From an optimization exercise on the open Yosys and OpenROAD flow, aimed at small area, a short achievable clock period and few clock cycles per item; shortcuts taken in it are not production practice.
Where RTL was checked, it was by simulation tests only, not by an equivalence proof against the original.
Function not checked in run 1: the RTL went through the layout flow alone.

==> flow/design.v (outline; a module is shown in full before it is edited, if it fits) <==
// module geofence: 4299 lines
module geofence (clk, reset, X, Y, R, valid, is_inside);
  // ...
==> flow/run.sh <==
#!/bin/bash
# synth_recipe.tcl (not shown) runs the flow's synth.tcl, then flattens the netlist and writes it again
# the make line also repeats each setting of config.mk as NAME=value (left out here)
make -C /OpenROAD-flow-scripts/flow DESIGN_CONFIG=/design/flow/config.mk WORK_HOME=/design/flow/orfs CLKGATE_MAP_FILE= SYNTH_SCRIPT=/design/flow/synth_recipe.tcl finish
==> flow/config.mk <==
export PLATFORM = sky130hd
export DESIGN_NAME = geofence
export DESIGN_NICKNAME = geofence
export VERILOG_FILES = /design/flow/design.v
export SDC_FILE = /design/flow/constraint.sdc
export NUM_CORES = 4
export LEC_CHECK = 0
export ABC_AREA = 1
export CAP_MARGIN = 20
export CORE_MARGIN = 2
export CORE_UTILIZATION = 60
export SLEW_MARGIN = 20
==> flow/constraint.sdc <==
create_clock -name core_clock -period 32.0 [get_ports {clk}]
set_input_delay 6.4000 -clock core_clock [delete_from_list [all_inputs] [get_ports {clk}]]
set_output_delay 6.4000 -clock core_clock [all_outputs]
set_load 0.01 [all_outputs]
==> notes.md, run 1 <==
Synth area leader=fa_1; Clock Skews=0.0377 ns; post-DP HPWL=89.0 mm; RSZ-0062 raised after global routing=false; placed cell area=around 51000 um^2; Routed WL per cell=about 17 um; slowest stage cell, crit path=ha_1; Fin. Hold Viols=0; critical path required time=roughly 32 ns; Worst Setup EP=q1_d2[17]; min-delay worst type=register to register; Fin Setup TNS=0 ns; Main synth FF type=dfxtp_1; post-route DRC violation count=0; DR iter-0 viols=about 2300; GRT Resource Usage Total=0.278; GRT busiest layer=met2; CP max stage delay=0.63 ns; max capacitance violation total=0; FFs & Latches=a little over 600; clk tree area frac=0.0470; die width=approximately 300 um; delay-heaviest family, CP=adder cells; share of layout cells above drive strength 1=0.0502; adder-cell share of the synthesized area=0.344; post-route cell area=~54000 um^2; WL final=about 110 mm; status=finished clean
==> inputs of run 2 (changes only) <==
--- a/flow/design.v
+++ b/flow/design.v
@@ -992,17 +992,17 @@
 wire cmp1_G9 = cmp1_G3 | (cmp1_P3 & cmp1_G6);
 wire cmp1_G10 = cmp1_G5 | (cmp1_P5 & cmp1_G8);
 wire cmp1_G11 = cmp1_g2 | (cmp1_p2 & cmp1_G1);
 wire cmp1_G12 = cmp1_g4 | (cmp1_p4 & cmp1_G6);
 wire cmp1_G13 = cmp1_g6 | (cmp1_p6 & cmp1_G9);
 wire cmp1_G14 = cmp1_g8 | (cmp1_p8 & cmp1_G8);
 wire [9:0] cmp1_d = {(cmp1_p9 ^ cmp1_G14), (cmp1_p8 ^ cmp1_G8), (cmp1_p7 ^ cmp1_G13), (cmp1_p6 ^ cmp1_G9), (cmp1_p5 ^ cmp1_G12), (cmp1_p4 ^ cmp1_G6), (cmp1_p3 ^ cmp1_G11), (cmp1_p2 ^ cmp1_G1), (cmp1_p1 ^ cmp1_g0c), (cmp1_p0 ^ 1'b1)};
 wire cmp1_ge = cmp1_G10;
-assign bef[1] = (c < 5'd5) | ((cmp1_d != 0) & ~cmp1_d[9]);
+assign bef[1] = (c < 5'd5) | ~cmp1_d[9];    
 wire [KW-1:0] sk2 = sk[2];
 wire cmp2_g0 = sk2[0] & ~nkey[0];
 wire cmp2_p0 = sk2[0] ^ ~nkey[0];
 wire cmp2_g1 = sk2[1] & ~nkey[1];
 wire cmp2_p1 = sk2[1] ^ ~nkey[1];
 wire cmp2_g2 = sk2[2] & ~nkey[2];
 wire cmp2_p2 = sk2[2] ^ ~nkey[2];
 wire cmp2_g3 = sk2[3] & ~nkey[3];
@@ -1036,17 +1036,17 @@
 wire cmp2_G9 = cmp2_G3 | (cmp2_P3 & cmp2_G6);
 wire cmp2_G10 = cmp2_G5 | (cmp2_P5 & cmp2_G8);
 wire cmp2_G11 = cmp2_g2 | (cmp2_p2 & cmp2_G1);
 wire cmp2_G12 = cmp2_g4 | (cmp2_p4 & cmp2_G6);
 wire cmp2_G13 = cmp2_g6 | (cmp2_p6 & cmp2_G9);
 wire cmp2_G14 = cmp2_g8 | (cmp2_p8 & cmp2_G8);
 wire [9:0] cmp2_d = {(cmp2_p9 ^ cmp2_G14), (cmp2_p8 ^ cmp2_G8), (cmp2_p7 ^ cmp2_G13), (cmp2_p6 ^ cmp2_G9), (cmp2_p5 ^ cmp2_G12), (cmp2_p4 ^ cmp2_G6), (cmp2_p3 ^ cmp2_G11), (cmp2_p2 ^ cmp2_G1), (cmp2_p1 ^ cmp2_g0c), (cmp2_p0 ^ 1'b1)};
 wire cmp2_ge = cmp2_G10;
-assign bef[2] = (c < 5'd6) | ((cmp2_d != 0) & ~cmp2_d[9]);
+assign bef[2] = (c < 5'd6) | ~cmp2_d[9];    
 wire [KW-1:0] sk3 = sk[3];
 wire cmp3_g0 = sk3[0] & ~nkey[0];
 wire cmp3_p0 = sk3[0] ^ ~nkey[0];
 wire cmp3_g1 = sk3[1] & ~nkey[1];
 wire cmp3_p1 = sk3[1] ^ ~nkey[1];
 wire cmp3_g2 = sk3[2] & ~nkey[2];
 wire cmp3_p2 = sk3[2] ^ ~nkey[2];
 wire cmp3_g3 = sk3[3] & ~nkey[3];
@@ -1080,17 +1080,17 @@
 wire cmp3_G9 = cmp3_G3 | (cmp3_P3 & cmp3_G6);
 wire cmp3_G10 = cmp3_G5 | (cmp3_P5 & cmp3_G8);
 wire cmp3_G11 = cmp3_g2 | (cmp3_p2 & cmp3_G1);
 wire cmp3_G12 = cmp3_g4 | (cmp3_p4 & cmp3_G6);
 wire cmp3_G13 = cmp3_g6 | (cmp3_p6 & cmp3_G9);
 wire cmp3_G14 = cmp3_g8 | (cmp3_p8 & cmp3_G8);
 wire [9:0] cmp3_d = {(cmp3_p9 ^ cmp3_G14), (cmp3_p8 ^ cmp3_G8), (cmp3_p7 ^ cmp3_G13), (cmp3_p6 ^ cmp3_G9), (cmp3_p5 ^ cmp3_G12), (cmp3_p4 ^ cmp3_G6), (cmp3_p3 ^ cmp3_G11), (cmp3_p2 ^ cmp3_G1), (cmp3_p1 ^ cmp3_g0c), (cmp3_p0 ^ 1'b1)};
 wire cmp3_ge = cmp3_G10;
-assign bef[3] = (c < 5'd7) | ((cmp3_d != 0) & ~cmp3_d[9]);
+assign bef[3] = (c < 5'd7) | ~cmp3_d[9];    
 wire [KW-1:0] sk4 = sk[4];
 wire cmp4_g0 = sk4[0] & ~nkey[0];
 wire cmp4_p0 = sk4[0] ^ ~nkey[0];
 wire cmp4_g1 = sk4[1] & ~nkey[1];
 wire cmp4_p1 = sk4[1] ^ ~nkey[1];
 wire cmp4_g2 = sk4[2] & ~nkey[2];
 wire cmp4_p2 = sk4[2] ^ ~nkey[2];
 wire cmp4_g3 = sk4[3] & ~nkey[3];
@@ -1124,17 +1124,17 @@
 wire cmp4_G9 = cmp4_G3 | (cmp4_P3 & cmp4_G6);
 wire cmp4_G10 = cmp4_G5 | (cmp4_P5 & cmp4_G8);
 wire cmp4_G11 = cmp4_g2 | (cmp4_p2 & cmp4_G1);
 wire cmp4_G12 = cmp4_g4 | (cmp4_p4 & cmp4_G6);
 wire cmp4_G13 = cmp4_g6 | (cmp4_p6 & cmp4_G9);
 wire cmp4_G14 = cmp4_g8 | (cmp4_p8 & cmp4_G8);
 wire [9:0] cmp4_d = {(cmp4_p9 ^ cmp4_G14), (cmp4_p8 ^ cmp4_G8), (cmp4_p7 ^ cmp4_G13), (cmp4_p6 ^ cmp4_G9), (cmp4_p5 ^ cmp4_G12), (cmp4_p4 ^ cmp4_G6), (cmp4_p3 ^ cmp4_G11), (cmp4_p2 ^ cmp4_G1), (cmp4_p1 ^ cmp4_g0c), (cmp4_p0 ^ 1'b1)};
 wire cmp4_ge = cmp4_G10;
-assign bef[4] = (c < 5'd8) | ((cmp4_d != 0) & ~cmp4_d[9]);
+assign bef[4] = (c < 5'd8) | ~cmp4_d[9];    
 wire [KW-1:0] sk5 = sk[5];
 wire cmp5_g0 = sk5[0] & ~nkey[0];
 wire cmp5_p0 = sk5[0] ^ ~nkey[0];
 wire cmp5_g1 = sk5[1] & ~nkey[1];
 wire cmp5_p1 = sk5[1] ^ ~nkey[1];
 wire cmp5_g2 = sk5[2] & ~nkey[2];
 wire cmp5_p2 = sk5[2] ^ ~nkey[2];
 wire cmp5_g3 = sk5[3] & ~nkey[3];
@@ -1168,17 +1168,17 @@
 wire cmp5_G9 = cmp5_G3 | (cmp5_P3 & cmp5_G6);
 wire cmp5_G10 = cmp5_G5 | (cmp5_P5 & cmp5_G8);
 wire cmp5_G11 = cmp5_g2 | (cmp5_p2 & cmp5_G1);
 wire cmp5_G12 = cmp5_g4 | (cmp5_p4 & cmp5_G6);
 wire cmp5_G13 = cmp5_g6 | (cmp5_p6 & cmp5_G9);
 wire cmp5_G14 = cmp5_g8 | (cmp5_p8 & cmp5_G8);
 wire [9:0] cmp5_d = {(cmp5_p9 ^ cmp5_G14), (cmp5_p8 ^ cmp5_G8), (cmp5_p7 ^ cmp5_G13), (cmp5_p6 ^ cmp5_G9), (cmp5_p5 ^ cmp5_G12), (cmp5_p4 ^ cmp5_G6), (cmp5_p3 ^ cmp5_G11), (cmp5_p2 ^ cmp5_G1), (cmp5_p1 ^ cmp5_g0c), (cmp5_p0 ^ 1'b1)};
 wire cmp5_ge = cmp5_G10;
-assign bef[5] = (c < 5'd9) | ((cmp5_d != 0) & ~cmp5_d[9]);
+assign bef[5] = (c < 5'd9) | ~cmp5_d[9];    
 wire ins = (c >= 5'd4) && (c <= 5'd8);
 wire rot = (c >= 5'd9);
 integer s;
 always @(posedge clk) begin
     if (c == 5'd1) begin
         sx[0] <= ix; sy[0] <= iy; sr[0] <= ir;
     end else if (rot) begin
         sx[0] <= sx[5]; sy[0] <= sy[5]; sr[0] <= sr[5];
@@ -1649,94 +1649,17 @@
 wire e_d2_207 = e_d2_128 ^ e_d2_171 ^ e_d2_170;
 wire e_d2_208 = (e_d2_128 & e_d2_171) | (e_d2_128 & e_d2_170) | (e_d2_171 & e_d2_170);
 wire e_d2_209 = e_d2_132 ^ e_d2_173 ^ e_d2_172;
 wire e_d2_210 = (e_d2_132 & e_d2_173) | (e_d2_132 & e_d2_172) | (e_d2_173 & e_d2_172);
 wire e_d2_211 = e_d2_136 ^ e_d2_175 ^ e_d2_174;
 wire e_d2_212 = (e_d2_136 & e_d2_175) | (e_d2_136 & e_d2_174) | (e_d2_175 & e_d2_174);
 wire e_d2_213 = e_d2_140 ^ e_d2_177 ^ e_d2_176;
 wire e_d2_214 = (e_d2_140 & e_d2_177) | (e_d2_140 & e_d2_176) | (e_d2_177 & e_d2_176);
-wire e_d2_215bk_g0 = e_d2_179 & e_d2_145;
-wire e_d2_215bk_p0 = e_d2_179 ^ e_d2_145;
-wire e_d2_215bk_g1 = e_d2_180 & e_d2_181;
-wire e_d2_215bk_p1 = e_d2_180 ^ e_d2_181;
-wire e_d2_215bk_g2 = e_d2_182 & e_d2_183;
-wire e_d2_215bk_p2 = e_d2_182 ^ e_d2_183;
-wire e_d2_215bk_g3 = e_d2_184 & e_d2_185;
-wire e_d2_215bk_p3 = e_d2_184 ^ e_d2_185;
-wire e_d2_215bk_g4 = e_d2_186 & e_d2_187;
-wire e_d2_215bk_p4 = e_d2_186 ^ e_d2_187;
-wire e_d2_215bk_g5 = e_d2_188 & e_d2_189;
-wire e_d2_215bk_p5 = e_d2_188 ^ e_d2_189;
-wire e_d2_215bk_g6 = e_d2_190 & e_d2_191;
-wire e_d2_215bk_p6 = e_d2_190 ^ e_d2_191;
-wire e_d2_215bk_g7 = e_d2_192 & e_d2_193;
-wire e_d2_215bk_p7 = e_d2_192 ^ e_d2_193;
-wire e_d2_215bk_g8 = e_d2_194 & e_d2_195;
-wire e_d2_215bk_p8 = e_d2_194 ^ e_d2_195;
-wire e_d2_215bk_g9 = e_d2_196 & e_d2_197;
-wire e_d2_215bk_p9 = e_d2_196 ^ e_d2_197;
-wire e_d2_215bk_g10 = e_d2_198 & e_d2_199;
-wire e_d2_215bk_p10 = e_d2_198 ^ e_d2_199;
-wire e_d2_215bk_g11 = e_d2_200 & e_d2_201;
-wire e_d2_215bk_p11 = e_d2_200 ^ e_d2_201;
-wire e_d2_215bk_g12 = e_d2_202 & e_d2_203;
-wire e_d2_215bk_p12 = e_d2_202 ^ e_d2_203;
-wire e_d2_215bk_g13 = e_d2_204 & e_d2_205;
-wire e_d2_215bk_p13 = e_d2_204 ^ e_d2_205;
-wire e_d2_215bk_g14 = e_d2_206 & e_d2_207;
-wire e_d2_215bk_p14 = e_d2_206 ^ e_d2_207;
-wire e_d2_215bk_g15 = e_d2_208 & e_d2_209;
-wire e_d2_215bk_p15 = e_d2_208 ^ e_d2_209;
-wire e_d2_215bk_g16 = e_d2_210 & e_d2_211;
-wire e_d2_215bk_p16 = e_d2_210 ^ e_d2_211;
-wire e_d2_215bk_g17 = e_d2_212 & e_d2_213;
-wire e_d2_215bk_p17 = e_d2_212 ^ e_d2_213;
-wire e_d2_215bk_G1 = e_d2_215bk_g1 | (e_d2_215bk_p1 & e_d2_215bk_g0);
-wire e_d2_215bk_G2 = e_d2_215bk_g3 | (e_d2_215bk_p3 & e_d2_215bk_g2);
-wire e_d2_215bk_P2 = e_d2_215bk_p3 & e_d2_215bk_p2;
-wire e_d2_215bk_G3 = e_d2_215bk_g5 | (e_d2_215bk_p5 & e_d2_215bk_g4);
-wire e_d2_215bk_P3 = e_d2_215bk_p5 & e_d2_215bk_p4;
-wire e_d2_215bk_G4 = e_d2_215bk_g7 | (e_d2_215bk_p7 & e_d2_215bk_g6);
-wire e_d2_215bk_P4 = e_d2_215bk_p7 & e_d2_215bk_p6;
-wire e_d2_215bk_G5 = e_d2_215bk_g9 | (e_d2_215bk_p9 & e_d2_215bk_g8);
-wire e_d2_215bk_P5 = e_d2_215bk_p9 & e_d2_215bk_p8;
-wire e_d2_215bk_G6 = e_d2_215bk_g11 | (e_d2_215bk_p11 & e_d2_215bk_g10);
-wire e_d2_215bk_P6 = e_d2_215bk_p11 & e_d2_215bk_p10;
-wire e_d2_215bk_G7 = e_d2_215bk_g13 | (e_d2_215bk_p13 & e_d2_215bk_g12);
-wire e_d2_215bk_P7 = e_d2_215bk_p13 & e_d2_215bk_p12;
-wire e_d2_215bk_G8 = e_d2_215bk_g15 | (e_d2_215bk_p15 & e_d2_215bk_g14);
-wire e_d2_215bk_P8 = e_d2_215bk_p15 & e_d2_215bk_p14;
-wire e_d2_215bk_G9 = e_d2_215bk_g17 | (e_d2_215bk_p17 & e_d2_215bk_g16);
-wire e_d2_215bk_P9 = e_d2_215bk_p17 & e_d2_215bk_p16;
-wire e_d2_215bk_G10 = e_d2_215bk_G2 | (e_d2_215bk_P2 & e_d2_215bk_G1);
-wire e_d2_215bk_G11 = e_d2_215bk_G4 | (e_d2_215bk_P4 & e_d2_215bk_G3);
-wire e_d2_215bk_P11 = e_d2_215bk_P4 & e_d2_215bk_P3;
-wire e_d2_215bk_G12 = e_d2_215bk_G6 | (e_d2_215bk_P6 & e_d2_215bk_G5);
-wire e_d2_215bk_P12 = e_d2_215bk_P6 & e_d2_215bk_P5;
-wire e_d2_215bk_G13 = e_d2_215bk_G8 | (e_d2_215bk_P8 & e_d2_215bk_G7);
-wire e_d2_215bk_P13 = e_d2_215bk_P8 & e_d2_215bk_P7;
-wire e_d2_215bk_G14 = e_d2_215bk_G11 | (e_d2_215bk_P11 & e_d2_215bk_G10);
-wire e_d2_215bk_G15 = e_d2_215bk_G13 | (e_d2_215bk_P13 & e_d2_215bk_G12);
-wire e_d2_215bk_P15 = e_d2_215bk_P13 & e_d2_215bk_P12;
-wire e_d2_215bk_G16 = e_d2_215bk_G15 | (e_d2_215bk_P15 & e_d2_215bk_G14);
-wire e_d2_215bk_G17 = e_d2_215bk_G12 | (e_d2_215bk_P12 & e_d2_215bk_G14);
-wire e_d2_215bk_G18 = e_d2_215bk_G3 | (e_d2_215bk_P3 & e_d2_215bk_G10);
-wire e_d2_215bk_G19 = e_d2_215bk_G5 | (e_d2_215bk_P5 & e_d2_215bk_G14);
-wire e_d2_215bk_G20 = e_d2_215bk_G7 | (e_d2_215bk_P7 & e_d2_215bk_G17);
-wire e_d2_215bk_G21 = e_d2_215bk_G9 | (e_d2_215bk_P9 & e_d2_215bk_G16);
-wire e_d2_215bk_G22 = e_d2_215bk_g2 | (e_d2_215bk_p2 & e_d2_215bk_G1);
-wire e_d2_215bk_G23 = e_d2_215bk_g4 | (e_d2_215bk_p4 & e_d2_215bk_G10);
-wire e_d2_215bk_G24 = e_d2_215bk_g6 | (e_d2_215bk_p6 & e_d2_215bk_G18);
-wire e_d2_215bk_G25 = e_d2_215bk_g8 | (e_d2_215bk_p8 & e_d2_215bk_G14);
-wire e_d2_215bk_G26 = e_d2_215bk_g10 | (e_d2_215bk_p10 & e_d2_215bk_G19);
-wire e_d2_215bk_G27 = e_d2_215bk_g12 | (e_d2_215bk_p12 & e_d2_215bk_G17);
-wire e_d2_215bk_G28 = e_d2_215bk_g14 | (e_d2_215bk_p14 & e_d2_215bk_G20);
-wire e_d2_215bk_G29 = e_d2_215bk_g16 | (e_d2_215bk_p16 & e_d2_215bk_G16);
-wire [17:0] e_d2 = {(e_d2_215bk_p17 ^ e_d2_215bk_G29), (e_d2_215bk_p16 ^ e_d2_215bk_G16), (e_d2_215bk_p15 ^ e_d2_215bk_G28), (e_d2_215bk_p14 ^ e_d2_215bk_G20), (e_d2_215bk_p13 ^ e_d2_215bk_G27), (e_d2_215bk_p12 ^ e_d2_215bk_G17), (e_d2_215bk_p11 ^ e_d2_215bk_G26), (e_d2_215bk_p10 ^ e_d2_215bk_G19), (e_d2_215bk_p9 ^ e_d2_215bk_G25), (e_d2_215bk_p8 ^ e_d2_215bk_G14), (e_d2_215bk_p7 ^ e_d2_215bk_G24), (e_d2_215bk_p6 ^ e_d2_215bk_G18), (e_d2_215bk_p5 ^ e_d2_215bk_G23), (e_d2_215bk_p4 ^ e_d2_215bk_G10), (e_d2_215bk_p3 ^ e_d2_215bk_G22), (e_d2_215bk_p2 ^ e_d2_215bk_G1), (e_d2_215bk_p1 ^ e_d2_215bk_g0), e_d2_215bk_p0};
+wire [17:0] e_d2 = ({e_d2_212, e_d2_210, e_d2_208, e_d2_206, e_d2_204, e_d2_202, e_d2_200, e_d2_198, e_d2_196, e_d2_194, e_d2_192, e_d2_190, e_d2_188, e_d2_186, e_d2_184, e_d2_182, e_d2_180, e_d2_179} + {e_d2_213, e_d2_211, e_d2_209, e_d2_207, e_d2_205, e_d2_203, e_d2_201, e_d2_199, e_d2_197, e_d2_195, e_d2_193, e_d2_191, e_d2_189, e_d2_187, e_d2_185, e_d2_183, e_d2_181, e_d2_145});
 reg [17:0] q1_d2;
 always @(posedge clk) q1_d2 <= {e_d2[17], e_d2[16], e_d2[15], e_d2[14], e_d2[13], e_d2[12], e_d2[11], e_d2[10], e_d2[9], e_d2[8], e_d2[7], e_d2[6], e_d2[5], e_d2[4], e_d2[3], e_d2[2], e_d2[1], e_d2[0]};
 wire sa5_g0 = q1_d2[16] & 1'b0;
 wire sa5_p0 = q1_d2[16] ^ 1'b0;
 wire sa5_g1 = q1_d2[17] & 1'b1;
 wire sa5_p1 = q1_d2[17] ^ 1'b1;
 wire sa5_g0c = sa5_g0 | (sa5_p0 & 1'b1);
 wire sa5_G1 = sa5_g1 | (sa5_p1 & sa5_g0c);
==> flow/config.mk (replaced) <==
export PLATFORM = sky130hd
export DESIGN_NAME = geofence
export DESIGN_NICKNAME = geofence
export VERILOG_FILES = /design/flow/design.v
export SDC_FILE = /design/flow/constraint.sdc
export NUM_CORES = 4
export LEC_CHECK = 0
export ABC_AREA = 1
export CAP_MARGIN = 5
export CORE_MARGIN = 2
export CORE_UTILIZATION = 60
export SLEW_MARGIN = 5
==> notes.md, run 2 <==
core area=82400 um^2 (unchanged); post-synth top area share=0.195 (was 0.205); slowest stage cell, crit path=fa_1 (was ha_1); Main synth FF type=dfxtp_1 (unchanged); worst-margin pin slew=1.10 ns (was 1.09 ns); CP max stage delay=0.60 ns (was 0.63 ns); crit-path most repeated cell=fa_1; post-synthesis xor/xnor area fraction=0.0395 (was 0.0393); filler cell count=7109 (was 7006); Syn Std Cell Area=50000 um^2 (was 50100 um^2); DR iter-0 viols=2294 (was 2337); min-delay worst type=register to register (unchanged); minimum clock period=8.30 ns (was 8.32 ns); CTS tree=done (unchanged); GRT busiest layer=met2 (unchanged); Clock Skews=0.0368 ns (was 0.0377 ns); Via Count=35863 (was 35356); Fin Setup TNS=0 ns (unchanged); Post-synth EDFFs=220 (unchanged); die width=293 um (about the same); multiplexer area fraction after synthesis=0.00478 (was 0.00457); grt total ovfl=0 (unchanged); global routing usage on met3=0.0327 (was 0.0408); CP max FO=7 (was 12); vias in the first global route=35523 (was 35843); CP Class=register to register (unchanged); Setup Viol. Count Final=0 (unchanged); Routability Congestion=0.899 (was 0.935); clock slew at reported path FFs=0.06 ns (about the same); later-pin clock latency in the skew report=0.64 ns (was 0.65 ns); synthesized netlist net count=6809 (was 6718); Worst Setup EP=v_neg (was q1_d2[17]); GRT met1 Usage=0.358 (was 0.376); Area Growth Syn to Fin=7.31% (was 7.74%); most instantiated cells after synthesis=inv_1 (1258), nand2_1 (1106), ha_1 (558) (was inv_1 (1289), nand2_1 (935), ha_1 (556)); global-route wire length before repair=188 mm (was 189 mm); main combinational cell family by area after synthesis=adder cells (unchanged); Die ar.=85700 um^2 (about the same); Synth area leader=fa_1 (unchanged); Ports=35 (unchanged); final layout net count=6789 (was 6707); reg-to-reg endpoint=v_neg (was q1_d2[17]); top-count cell post-synth=inv_1 (unchanged); share of layout cells above drive strength 1=0.0470 (was 0.0502); ANT cells=0 (was 1); Reg2Reg Setup Slack=23.70 ns (was 23.68 ns); WHS Path Cells=0 (unchanged); post-route DRC violation count=0 (unchanged); simple-gate share of the synthesized area=0.141 (was 0.117); max capacitance violation total=0 (unchanged); share of flip-flops with an asynchronous set or reset=0.00984 (unchanged); status=finished clean (unchanged); Routed WL per cell=16.8 um (was 17.0 um); FMAX=120 MHz (about the same); critical path required time=32.56 ns (was 32.49 ns); WL final=115 mm (was 114 mm); launch point of the worst path=sy[0][0] (was sx[0][0]); flops & latches, synth=610 (unchanged); crit path DAT=8.86 ns (was 8.81 ns); Critical Path Sink Type=register (unchanged); Yosys cell types=73 (unchanged); RSZ-0062 raised after global routing=false (unchanged); Yosys warnings=5 (unchanged); r2r startpoint=sy[0][0] (was sx[0][0]); clock tree buffer depth=3 (unchanged); dominant cells by area after synthesis=fa_1 (20%), dfxtp_1 (15%), ha_1 (14%), edfxtp_1 (13%), inv_1 (9.4%) (was fa_1 (20%), dfxtp_1 (15%), ha_1 (14%), edfxtp_1 (13%), inv_1 (9.7%)); commonest non-fill, non-tap cell in the layout=inv_1 (unchanged); post-synthesis compound-gate area fraction=0.0838 (was 0.0976); Cells after Synth=5730 (was 5617); most frequent cells in the layout=inv_1 (1258), nand2_1 (1102), ha_1 (558), fa_1 (488), dfxtp_1 (383) (was inv_1 (1288), nand2_1 (933), ha_1 (556), fa_1 (512), o21ai_0 (438)); CTS Buf Count=70 (unchanged); Die Y=293 um (about the same); fin crit share=0.259 (was 0.260); Inst Count DP=6708 (was 6604); I/O Buffers=33 (unchanged); Initial Util=0.607 (was 0.608); post_cts resized=0 (unchanged); drt via density=5.24 (was 5.25); fin cells=6838 (was 6734); CTS Sinks=610 (unchanged); root buf cell=clkbuf_16 (unchanged); Final ANT Viol Nets=0 (unchanged); CTS H-Tree Depth=3 (unchanged); GRT Resource Usage Total=0.276 (was 0.278); DR pass1 iterations=6 (unchanged); Regs by FF count=sr (60), sx (60), sy (60) (unchanged); relative slew slack=0.267 (was 0.274); CP Launch Type=register (unchanged); Core Rows=105 (unchanged); depth of the most critical reg-to-reg path=36 (unchanged); post-DP HPWL=90.3 mm (was 89.0 mm); Global Route met2 Usage=0.493 (was 0.465); cts-stage hold buffer count=0 (unchanged); setup bufs post-CTS=0 (unchanged); Fin. Hold Viols=0 (unchanged); Max Slew Vio Count=0 (unchanged); largest net degree at the start of global routing=88 (was 91); adder-cell share of the synthesized area=0.335 (was 0.344); initial antenna violation count=0 (was 5); synthesized area per cell=8.73 um^2 (was 8.91 um^2); post-synthesis sequential area ratio=0.289 (about the same)
## run 2: cell count changes after synthesis, moves of 5 or more
cell,delta
nand2_1,+171
o21ai_0,-130
nand3_1,+120
inv_1,-31
a21oi_1,+24
fa_1,-24
clkbuf_1,+15
o21bai_1,-11
buf_1,-6
nand2_2,-6
a31oi_1,-5
o21a_1,+5
xnor2_1,+5
## run 2: final cells by class
cell class / instances / area, um^2 / share of cell area
Clock buffer: 86 / 1870 / 0.0349
Clock inverter: 44 / 468 / 0.00872
Inverter: 1280 / 4820 / 0.0897
Multi-Input combinational cell: 3694 / 30300 / 0.564
Sequential cell: 610 / 14400 / 0.269
Tap cell: 1070 / 1340 / 0.0249
Timing Repair Buffer: 54 / 488 / 0.00909
## run 2: critical path: cells and delay by family, from the launching register on
kind            cells  cell delay (ns)
flops               1             0.47
simple gates       11             1.33
buf+inv             6             0.47
xor+xnor            1             0.16
fa+ha+maj           9             3.86
compound gates      9             1.93
## run 2: kinds of logic after synthesis
group                    count (synthesis)
other                                    1
AND/OR/NAND/NOR                       1657
multiplexers                            22
flip-flops                             610
adder cells (fa/ha/maj)               1046
buffers and inverters                 1426
XOR/XNOR                               224
AO/OA/AOI/OAI                          744
## run 2: worst min path at each step
stage / from / endpoint / slack (ns)
final: px[9] / nx[9] / 0.31
after global routing: px[9] / nx[9] / 0.32
after CTS: px[9] / nx[9] / 0.32
after detailed placement: px[9] / nx[9] / 0.31
after global placement: pr[9] / nr[9] / 0.31
after floorplan: p_hi[0] / n_hi[4] / 0.31
## run 2: per-layer routing
metal  vias to the layer above  part of all wire
li1                      17787                 -
met1                     17138              0.43
met4                         0             0.022
met5                         -                 0
met3                       155             0.043
met2                       783              0.50
## run 2: through the flow
stage | util | hold WS (ns) | cell area [um^2] | worst slack, ns
6_report | 0.652 | 0.315 | 53700 | 23.70
5_1_grt | 0.652 | 0.322 | 53700 | 23.12
4_1_cts | 0.652 | 0.317 | 53700 | 23.69
3_5_place_dp | 0.623 | 0.312 | 51300 | 23.75
3_3_place_gp | 0.623 | 0.310 | 51300 | 23.76
2_1_floorplan | - | 0.310 | 50000 | 24.96
Testbench counts of run 2, summed over its fixed seeds: cycles 8,448, objects 384.
==> inputs of run 3 (changes only) <==
--- a/flow/config.mk
+++ b/flow/config.mk
@@ -6,7 +6,7 @@
 export NUM_CORES = 4
 export LEC_CHECK = 0
 export ABC_AREA = 1
-export CAP_MARGIN = 5
+export CAP_MARGIN = 20
 export CORE_MARGIN = 2
 export CORE_UTILIZATION = 60
-export SLEW_MARGIN = 5
+export SLEW_MARGIN = 20
==> notes.md, run 3 <==
flops & latches, synth=610 (unchanged); Final ANT Viol Nets=0 (unchanged); Clock Skews=0.0377 ns (was 0.0368 ns); RSZ-0062 raised after global routing=false (unchanged); grt total ovfl=0 (unchanged); Reg2Reg Setup Slack=23.70 ns (about the same); critical path required time=32.56 ns (about the same); crit path DAT=8.85 ns (was 8.86 ns); vias in the first global route=35523 (unchanged); CP Launch Type=register (unchanged); FMAX=121 MHz (was 120 MHz); Critical Path Sink Type=register (unchanged); worst path bufs/invs=8 (was 6); Routability Congestion=0.899 (unchanged); fin crit share=0.259 (about the same); multi-input combinational cell area=30300 um^2 (about the same); Via Count=35886 (was 35863); Core Rows=105 (unchanged); slowest stage cell, crit path=fa_1 (unchanged); drt via density=5.25 (was 5.24); final layout net count=6789 (unchanged); WL final=115 mm (about the same); share of layout cells above drive strength 1=0.0473 (was 0.0470); post-synthesis sequential area ratio=0.289 (unchanged); r2r startpoint=sx[5][0] (was sy[0][0]); core area=82400 um^2 (unchanged); depth of the most critical reg-to-reg path=35 (was 36); post-DP HPWL=90.3 mm (unchanged); worst-margin pin slew=1.02 ns (was 1.10 ns); Routed WL per cell=16.9 um (was 16.8 um); post-route cell area=53700 um^2 (about the same); reg-to-reg endpoint=v_neg (unchanged); most frequent cells in the layout=inv_1 (1258), nand2_1 (1102), ha_1 (558), fa_1 (488), dfxtp_1 (383) (unchanged); relative slew slack=0.312 (was 0.267); DR pass1 iterations=6 (unchanged); later-pin clock latency in the skew report=0.65 ns (was 0.64 ns); Synth area leader=fa_1 (unchanged); Post-synth EDFFs=220 (unchanged); post-synth top area share=0.195 (unchanged); top-count cell post-synth=inv_1 (unchanged); status=finished clean (unchanged); post_cts resized=0 (unchanged); most instantiated cells after synthesis=inv_1 (1258), nand2_1 (1106), ha_1 (558) (unchanged); Setup Viol. Count Final=0 (unchanged); crit-path most repeated cell=inv_1 (was fa_1); Fin. Hold Viols=0 (unchanged); filler cell count=7111 (was 7109); placed cell area=51300 um^2 (unchanged); clock slew at reported path FFs=0.06 ns (about the same); synthesized netlist net count=6809 (unchanged); clock tree buffer depth=3 (unchanged); Yosys cell types=73 (unchanged); synthesized area per cell=8.73 um^2 (unchanged); GRT Resource Usage Total=0.276 (unchanged); max capacitance violation total=0 (unchanged); Max Slew Vio Count=0 (unchanged); Die Y=293 um (unchanged); Fin Setup TNS=0 ns (unchanged); CTS tree=done (unchanged); setup bufs post-CTS=0 (unchanged); dominant cells by area after synthesis=fa_1 (20%), dfxtp_1 (15%), ha_1 (14%), edfxtp_1 (13%), inv_1 (9.4%) (unchanged); Ports=35 (unchanged); CTS Buf Count=70 (unchanged); CP Class=register to register (unchanged); sequential cell area=14400 um^2 (unchanged); Die ar.=85700 um^2 (unchanged); global-route wire length before repair=188 mm (unchanged); CTS H-Tree Depth=3 (unchanged); Cells after Synth=5730 (unchanged); ANT cells=0 (unchanged); Syn Std Cell Area=50000 um^2 (unchanged); commonest non-fill, non-tap cell in the layout=inv_1 (unchanged); DR iter-0 viols=2256 (was 2294); CP max FO=8 (was 7); minimum clock period=8.30 ns (about the same); die width=293 um (unchanged); Initial Util=0.607 (unchanged); min-delay worst type=register to register (unchanged); I/O Buffers=33 (unchanged); root buf cell=clkbuf_16 (unchanged); delay-heaviest family, CP=adder cells (unchanged); launch point of the worst path=sx[5][0] (was sy[0][0]); CP max stage delay=0.92 ns (was 0.60 ns); largest net degree at the start of global routing=88 (unchanged); initial antenna violation count=0 (unchanged); CTS Sinks=610 (unchanged); cts-stage hold buffer count=0 (unchanged); post-route DRC violation count=0 (unchanged); Main synth FF type=dfxtp_1 (unchanged); Crit path depth=35 (was 36); share of flip-flops with an asynchronous set or reset=0.00984 (unchanged); Area Growth Syn to Fin=7.33% (was 7.31%); Worst Setup EP=v_neg (unchanged); Yosys warnings=5 (unchanged); Regs by FF count=sr (60), sx (60), sy (60) (unchanged)
run 3: cell count changes in the layout (fill, tap and decap cells not counted):
cell       change
a21oi_1        -1
a21oi_2        +1
o2111ai_1      -1
o2111ai_2      +1
run 3: kinds of logic (layout without fill, tap and decap cells):
kind of cell	Yosys count	after routing	synth area share
fa+ha+maj	1046	1046	0.335
buf+inv	1426	1464	0.107
simple gates	1657	1657	0.141
mux	22	22	0.00478
compound gates	744	744	0.0838
xor+xnor	224	224	0.0395
flops	610	610	0.289
other cells	1	1	0.0000750
run 3: per-stage QoR:
step	utilization	cells	hold WS [ns]	setup slack [ns]
5_1_grt	0.652	6838	0.322	23.14
6_report	0.652	6838	0.314	23.70
3_5_place_dp	0.623	6708	0.312	23.75
3_3_place_gp	0.623	6708	0.310	23.76
2_1_floorplan	-	5730	0.310	24.96
4_1_cts	0.652	6838	0.317	23.69
run 3: layout make-up:
class | instances | area share
inverter | 1280 | 0.0897
timing repair buffer | 54 | 0.00909
multi-input combinational | 3694 | 0.564
tap | 1070 | 0.0249
sequential | 610 | 0.269
clock buffer | 86 | 0.0349
clock inverter | 44 | 0.00872
run 3: worst min-delay path by stage:
stage	end	cells past startpoint	startpoint	slack [ns]
6_report	nx[9]	0	px[9]	0.31
5_1_grt	nx[9]	0	px[9]	0.32
4_1_cts	nx[9]	0	px[9]	0.32
3_5_place_dp	nx[9]	0	px[9]	0.31
3_3_place_gp	nr[9]	0	pr[9]	0.31
2_1_floorplan	n_hi[4]	0	p_hi[0]	0.31
run 3: worst reg2reg max path: cells and delay by family (launching register included):
kind	cells	cell delay, ns
simple gates	5	0.48
flops	1	0.40
compound gates	12	2.24
fa+ha+maj	9	4.19
xor+xnor	1	0.16
buf+inv	8	0.75
run 3: metal layers:
metal  vias up  global-route usage  wire (um)
li1      17791                   -          -
met1     17196               0.358      49900
met3       160              0.0327       4720
met5         -                   0          0
met2       739               0.493      58100
met4         0              0.0658       2560

[port drivers added, routing unchanged]
No port has a modelled driver above. Below, the same layouts with a new extraction and two added sets of constraints.
Step 1 (the two cells are an assumption about what drives the block):
set clk [get_ports {clk}]
set_driving_cell -lib_cell sky130_fd_sc_hd__clkbuf_16 $clk
set_driving_cell -lib_cell sky130_fd_sc_hd__buf_2 [delete_from_list [all_inputs] $clk]
Step 2 times the ports against the registers' clock, not the clock port: input delays grow and output delays shrink by t, the midpoint of the rising clock arrivals with the driver on.
Slacks: ideal / step 1 / step 2; pairs: ideal / step 1.
run | shift t [ns] | slack for setup (ns) | slew at the worst register clock pin (ns) | worst data-port slew with drivers (ns)
run 1 | 0.692 | 23.683 / 23.683 / 23.683 | 0.07 / 0.07 | 0.09
run 2 | 0.693 | 23.700 / 23.700 / 23.700 | 0.07 / 0.07 | 0.05
run 3 | 0.695 | 23.703 / 23.703 / 23.703 | 0.06 / 0.06 | 0.05
After both steps setup and hold are still met in every run listed.
